This design comes from an exercise in tuning for small area and a short achievable clock period on the open sky130 flow, not from production work. RTL that was checked went through simulation tests only; none was proved equivalent to the original. Power is estimated from default activity; no workload was simulated. The flow treats the clock pin as an ideal source, which a real chip does not have.

Design cic_decimator, start of the top module:
module cic_decimator (
    input   wire            clk         ,
    input   wire            rst         ,
    input   wire    [11:0]  din         ,
    input   wire            din_valid   ,
    output  wire    [36:0]  dout        ,
    output  wire            dout_valid
);
For scale: ~2600 cells after synthesis, about 660 flip-flops, about 53 I/O pins, about 23000 um2 of cells after synthesis.
==> flow/config.mk <==
export PLATFORM = sky130hd
export DESIGN_NAME = cic_decimator
export DESIGN_NICKNAME = cic_decimator
export VERILOG_FILES = /design/flow/design.v
export SDC_FILE = /design/flow/constraint.sdc
export NUM_CORES = 4
export LEC_CHECK = 0
export ABC_AREA = 1
export CAP_MARGIN = 20
export CORE_MARGIN = 2
export CORE_UTILIZATION = 60
export CTS_BUF_LIST = sky130_fd_sc_hd__clkbuf_16
export CTS_CLUSTER_DIAMETER = 100
export CTS_CLUSTER_SIZE = 30
export PLACE_DENSITY = 0.75
export SLEW_MARGIN = 20
==> flow/constraint.sdc <==
create_clock -name core_clock -period 13.0 [get_ports {clk}]
set_input_delay 2.6000 -clock core_clock [delete_from_list [all_inputs] [get_ports {clk}]]
set_output_delay 2.6000 -clock core_clock [all_outputs]
set_load 0.01 [all_outputs]
standard.sh (not shown) runs the stock make flow with config.mk's settings and CLKGATE_MAP_FILE= SYNTH_SCRIPT=/design/flow/synth_recipe.tcl, a recipe that flattens the netlist after the stock synthesis.
==> flow/flow/run.sh <==
#!/bin/bash
# Standard synthesis and layout; the port buffers use a faster cell than
# the one buffer_ports picks by default, and timing repair aims for a
# slack margin so the design closes well under the clock period.
set -euo pipefail
bash standard.sh synth > synth.log 2>&1
bash standard.sh "BUFFER_PORTS_ARGS=-buffer_cell sky130_fd_sc_hd__buf_2" SETUP_SLACK_MARGIN=9.3 finish > layout.log 2>&1
Change:
- CORE_UTILIZATION: 60 -> 70
- CTS_CLUSTER_DIAMETER: 100 -> 50
- CTS_CLUSTER_SIZE: 30 -> 60
- PLACE_DENSITY: 0.75 -> unset
Result: The changed run finished with timing, DRC and antenna clean. Power climbs by 15%. Utilization rose by 15 points. Non-clock buffer count rises by 11. Clock skew rose by 0.011 ns. Register-to-register slack is better by 0.04 ns. Routed wire length grows by 5.7%. Clock-buffer cell count goes up by 20. Worst hold slack degrades by 0.025 ns. Via count goes up by 2.4%.
Change:
--- a/flow/flow/run.sh
+++ b/flow/flow/run.sh
@@ -5,3 +5,3 @@
 set -euo pipefail
 bash standard.sh synth > synth.log 2>&1
-bash standard.sh "BUFFER_PORTS_ARGS=-buffer_cell sky130_fd_sc_hd__buf_2" SETUP_SLACK_MARGIN=9.3 finish > layout.log 2>&1
+bash standard.sh "BUFFER_PORTS_ARGS=-buffer_cell sky130_fd_sc_hd__buf_2" SETUP_SLACK_MARGIN=9.6 finish > layout.log 2>&1
- CORE_UTILIZATION: 70 -> 60
- CTS_CLUSTER_DIAMETER: 50 -> 100
- CTS_CLUSTER_SIZE: 60 -> 30
Outcome: Core utilization decreases by 14 points; final area went down by 2.6%; worst hold slack improved by 0.028 ns; global-route usage falls by 4.4 points; synthesized area is unchanged; wire length drops by 6.7%.
Change:
--- a/flow/flow/run.sh
+++ b/flow/flow/run.sh
@@ -5,3 +5,3 @@
 set -euo pipefail
 bash standard.sh synth > synth.log 2>&1
-bash standard.sh "BUFFER_PORTS_ARGS=-buffer_cell sky130_fd_sc_hd__buf_2" SETUP_SLACK_MARGIN=9.6 finish > layout.log 2>&1
+bash standard.sh "BUFFER_PORTS_ARGS=-buffer_cell sky130_fd_sc_hd__buf_2" finish > layout.log 2>&1
- CORE_UTILIZATION: 60 -> 70
The changed run went through all stages and came out clean; design area went down by 3.5%; clock-buffer cell count does not change; non-clock buffer count is lower by 48; first-iteration DRC count went up by 21%; worst setup slack loses 0.14 ns; hold slack barely changes; critical path depth is unchanged; final cell count shrinks by 4.0%; total power is lower by 1.2%; die area shrinks by 14%.

---

== lane 1 ==
The RTL this note starts from:
==> flow/design.v <==
module cic_add #(
    parameter W    = 8,
    parameter FAST = 1
) (
    input  wire [W-1:0] a,
    input  wire [W-1:0] b,
    input  wire         ci,
    output wire [W-1:0] s,
    output wire         co
);
    generate
        if (FAST) begin : KS
            assign {co, s} = a + b + ci;
        end else begin : BK
            localparam L = 1 << ($clog2(W) - 1);
            wire [W-1:0] p = a ^ b;
            reg  [W-1:0] g, q;            
            integer i, d;
            always @* begin
                g = a & b;
                q = p;
                g[0] = g[0] | (q[0] & ci);
                for (d = 1; d < W; d = d * 2)
                    for (i = 2 * d - 1; i < W; i = i + 2 * d) begin
                        g[i] = g[i] | (q[i] & g[i-d]);
                        q[i] = q[i] & q[i-d];
                    end
                for (d = L / 2; d >= 1; d = d / 2)
                    for (i = 3 * d - 1; i < W; i = i + 2 * d) begin
                        g[i] = g[i] | (q[i] & g[i-d]);
                        q[i] = q[i] & q[i-d];
                    end
            end
            assign s  = p ^ {g[W-2:0], ci};
            assign co = g[W-1];
        end
    endgenerate
endmodule
module cic_decimator (
    input   wire            clk         ,
    input   wire            rst         ,
    input   wire    [11:0]  din         ,
    input   wire            din_valid   ,
    output  wire    [36:0]  dout        ,
    output  wire            dout_valid
);
    localparam W  = 37;
    localparam N  = 5;
    localparam K  = 3;                        
    localparam D  = N + K;                    
    function integer LO(input integer k);
        LO = (k * W + K - 1) / K;
    endfunction
    function integer WD(input integer k);
        WD = LO(k + 1) - LO(k);
    endfunction
    reg  [11:0]  xr;
    reg  [3:0]   cnt;
    reg  [D-1:0] vd;
    reg  [D-1:0] rd;
    reg  [D-1:0] dd;
    always @(posedge clk) begin
        xr <= din;
        vd <= {vd[D-2:0], din_valid & ~rst};
        rd <= {rd[D-2:0], rst};
        if (rst) begin
            cnt <= 4'd0;
            dd  <= {D{1'b0}};
        end else begin
            if (din_valid) cnt <= cnt + 4'd1;
            dd  <= {dd[D-2:0], din_valid & (cnt == 4'd15)};
        end
    end
    wire [W-1:0] xs [0:K-1];
    assign xs[0] = {{(W-12){xr[11]}}, xr};
    genvar i, k;
    generate
        for (k = 1; k < K; k = k + 1) begin : XD
            reg [W-1:0] x;
            always @(posedge clk) x <= xs[k-1];
            assign xs[k] = x;
        end
    endgenerate
    wire [W-1:0] acc [0:N];
    assign acc[0] = 0;
    generate
        for (i = 1; i <= N; i = i + 1) begin : INT
            for (k = 0; k < K; k = k + 1) begin : S
                reg  [WD(k)-1:0] a;
                wire [WD(k)-1:0] src = (i == 1) ? xs[k][LO(k) +: WD(k)]
                                                : acc[i-1][LO(k) +: WD(k)];
                wire [WD(k)-1:0] b   = src & {WD(k){vd[i+k-1]}};
                wire [WD(k)-1:0] fb  = a & {WD(k){~rd[i+k-1]}};
                wire [WD(k)-1:0] s;
                wire             ci, co;
                if (k == 0) begin : C
                    assign ci = 1'b0;
                end else begin : C
                    reg c;
                    always @(posedge clk) c <= INT[i].S[k-1].co;
                    assign ci = c;
                end
                cic_add #(.W(WD(k)), .FAST(0)) u_add (.a(fb), .b(b), .ci(ci), .s(s), .co(co));
                always @(posedge clk) a <= s;
                assign acc[i][LO(k) +: WD(k)] = a;
            end
        end
    endgenerate
    reg  [2:0] ph;                    
    reg        pend, run;
    reg        go, act0, byp0, last0;
    reg  [1:0] grp;                   
    reg  [K-1:1] act_d, byp_d, last_d;
    reg        vout;
    wire cap0   = dd[N];              
    wire cap_n  = dd[N-1];            
    wire [2:0] ph_n = (ph == 3'd4) ? 3'd0 : ph + 3'd1;
    wire pend_n = (cap0 | pend) & ~go;
    wire run_n  = act0 & ~last0;
    wire go_n   = (cap_n | pend_n) & (ph_n == 3'd0);
    wire act_n  = go_n | (run_n & (ph_n != 3'd0));
    wire [K-1:0] act  = {act_d,  act0};
    wire [K-1:0] byp  = {byp_d,  byp0};
    wire [K-1:0] last = {last_d, last0};
    wire         mask = grp[1];
    always @(posedge clk) begin
        if (rst) begin
            ph     <= 3'd0;
            pend   <= 1'b0;
            run    <= 1'b0;
            go     <= 1'b0;
            act0   <= 1'b0;
            byp0   <= 1'b0;
            last0  <= 1'b0;
            grp    <= 2'd0;
            act_d  <= {(K-1){1'b0}};
            byp_d  <= {(K-1){1'b0}};
            last_d <= {(K-1){1'b0}};
            vout   <= 1'b0;
        end else begin
            ph     <= ph_n;
            pend   <= pend_n;
            run    <= run_n;
            go     <= go_n;
            act0   <= act_n;
            byp0   <= go_n & cap_n;
            last0  <= act_n & (ph_n == 3'd4);
            act_d  <= act[K-2:0];
            byp_d  <= byp[K-2:0];
            last_d <= last[K-2:0];
            vout   <= last[K-1];
            if (last[K-1] && !grp[1]) grp <= grp + 2'd1;
        end
    end
    generate
        for (k = 0; k < K; k = k + 1) begin : CB
            reg  [WD(k)-1:0]   cur;
            reg  [N*WD(k)-1:0] rn;            
            reg  [N*WD(k)-1:0] ro;            
            wire [WD(k)-1:0] rn0  = rn[WD(k)-1:0];
            wire [WD(k)-1:0] ro0  = ro[WD(k)-1:0];
            wire [WD(k)-1:0] d5   = acc[N][LO(k) +: WD(k)];
            wire [WD(k)-1:0] opnd = byp[k] ? d5 : cur;
            wire [WD(k)-1:0] old  = ro0 & {WD(k){mask}};
            wire [WD(k)-1:0] diff;
            wire             ci, co;
            if (k == 0) begin : C
                assign ci = 1'b1;
            end else begin : C
                reg c;
                always @(posedge clk) c <= CB[k-1].co;
                assign ci = c;
            end
            cic_add #(.W(WD(k)), .FAST(0)) u_sub (.a(opnd), .b(~old), .ci(ci), .s(diff), .co(co));
            always @(posedge clk) begin
                rn <= {act[k] ? opnd : rn0, rn[N*WD(k)-1:WD(k)]};
                ro <= {act[k] ? rn0  : ro0, ro[N*WD(k)-1:WD(k)]};
                cur <= ({WD(k){act[k]}} & diff)
                     | ({WD(k){~act[k] & dd[N+k]}} & d5)
                     | ({WD(k){~act[k] & ~dd[N+k]}} & cur);
            end
            assign dout[LO(k) +: WD(k)] = cur;
        end
    endgenerate
    assign dout_valid = vout;
endmodule
export LEC_CHECK = 0
export CAP_MARGIN = 20
export CORE_MARGIN = 2
export CORE_UTILIZATION = 60
export CTS_BUF_LIST = sky130_fd_sc_hd__clkbuf_16
export CTS_CLUSTER_DIAMETER = 100
export CTS_CLUSTER_SIZE = 30
export SLEW_MARGIN = 20
create_clock -name core_clock -period 13.0 [get_ports {clk}]
==> flow/flow/run.sh <==
#!/bin/bash
# Standard synthesis and layout; the port buffers use a faster cell than
# the one buffer_ports picks by default, and timing repair aims for a
# slack margin so the design closes well under the clock period.
set -euo pipefail
bash standard.sh synth > synth.log 2>&1
bash standard.sh "BUFFER_PORTS_ARGS=-buffer_cell sky130_fd_sc_hd__buf_2" SETUP_SLACK_MARGIN=9.6 finish > layout.log 2>&1
> inputs changed (lane 1 -> lane 2)
Settings: a change of CORE_UTILIZATION from 60 to 70.
-- flow/flow/run.sh --
<<< lane 1, line 5
set -euo pipefail
bash standard.sh synth > synth.log 2>&1
bash standard.sh "BUFFER_PORTS_ARGS=-buffer_cell sky130_fd_sc_hd__buf_2" SETUP_SLACK_MARGIN=9.6 finish > layout.log 2>&1
>>> lane 2, line 5
set -euo pipefail
bash standard.sh synth > synth.log 2>&1
bash standard.sh "BUFFER_PORTS_ARGS=-buffer_cell sky130_fd_sc_hd__buf_4" SETUP_SLACK_MARGIN=9.6 finish > layout.log 2>&1
Findings:
Register-to-register path setup slack (lower): lane 1
Lane 1 | status: complete | timing, DRC, antenna: pass
Both conditions hold for lane 2: the flow ran to the end and the final layout passed the timing, DRC and antenna checks.
Taking lane 1 as the reference, in lane 2 relative slew slack lost 3.1 points, post-route fraction of the period consumed by the critical path neither gained nor lost much, estimated wirelength of the detail-placed design lost 310 um.
No run of this note included a check of the RTL's function; only the layout flow was run.

static timing again, ports no longer ideal:
In the flow no input, the clock included, has a driving cell. The finished layouts below were timed again as built, in two steps.
Step 1: set_driving_cell puts a clkbuf_16 on clk and a buf_2 on each other input, an assumption about the parent block.
Step 2 moves the port delays by t, midway between the first and last clock arrival at a register: inputs arrive t later, outputs are due t later. That takes back most of the time a late clock gives input paths.
a / b / c = no drivers / after step 1 / after step 2; a / b = the first two.
run | t (ns) | setup slack, ns | worst register clock-pin slew, ns | cell pins on the clock port's net
the first run of note 1 | 0.630 | 9.307 / 9.247 / 9.561 | 0.11 / 0.11 | 1
the second run of note 1 | 0.613 | 9.331 / 9.276 / 9.556 | 0.11 / 0.11 | 1
the third run of note 1 | 0.642 | 9.323 / 9.267 / 9.573 | 0.12 / 0.12 | 1
the fourth run of note 1 | 0.621 | 9.184 / 9.134 / 9.323 | 0.11 / 0.11 | 1
lane 1 | 0.638 | 9.314 / 9.258 / 9.478 | 0.11 / 0.11 | 1
lane 2 | 0.625 | 9.316 / 9.263 / 9.586 | 0.11 / 0.11 | 1
After both steps every run listed still meets setup and hold.
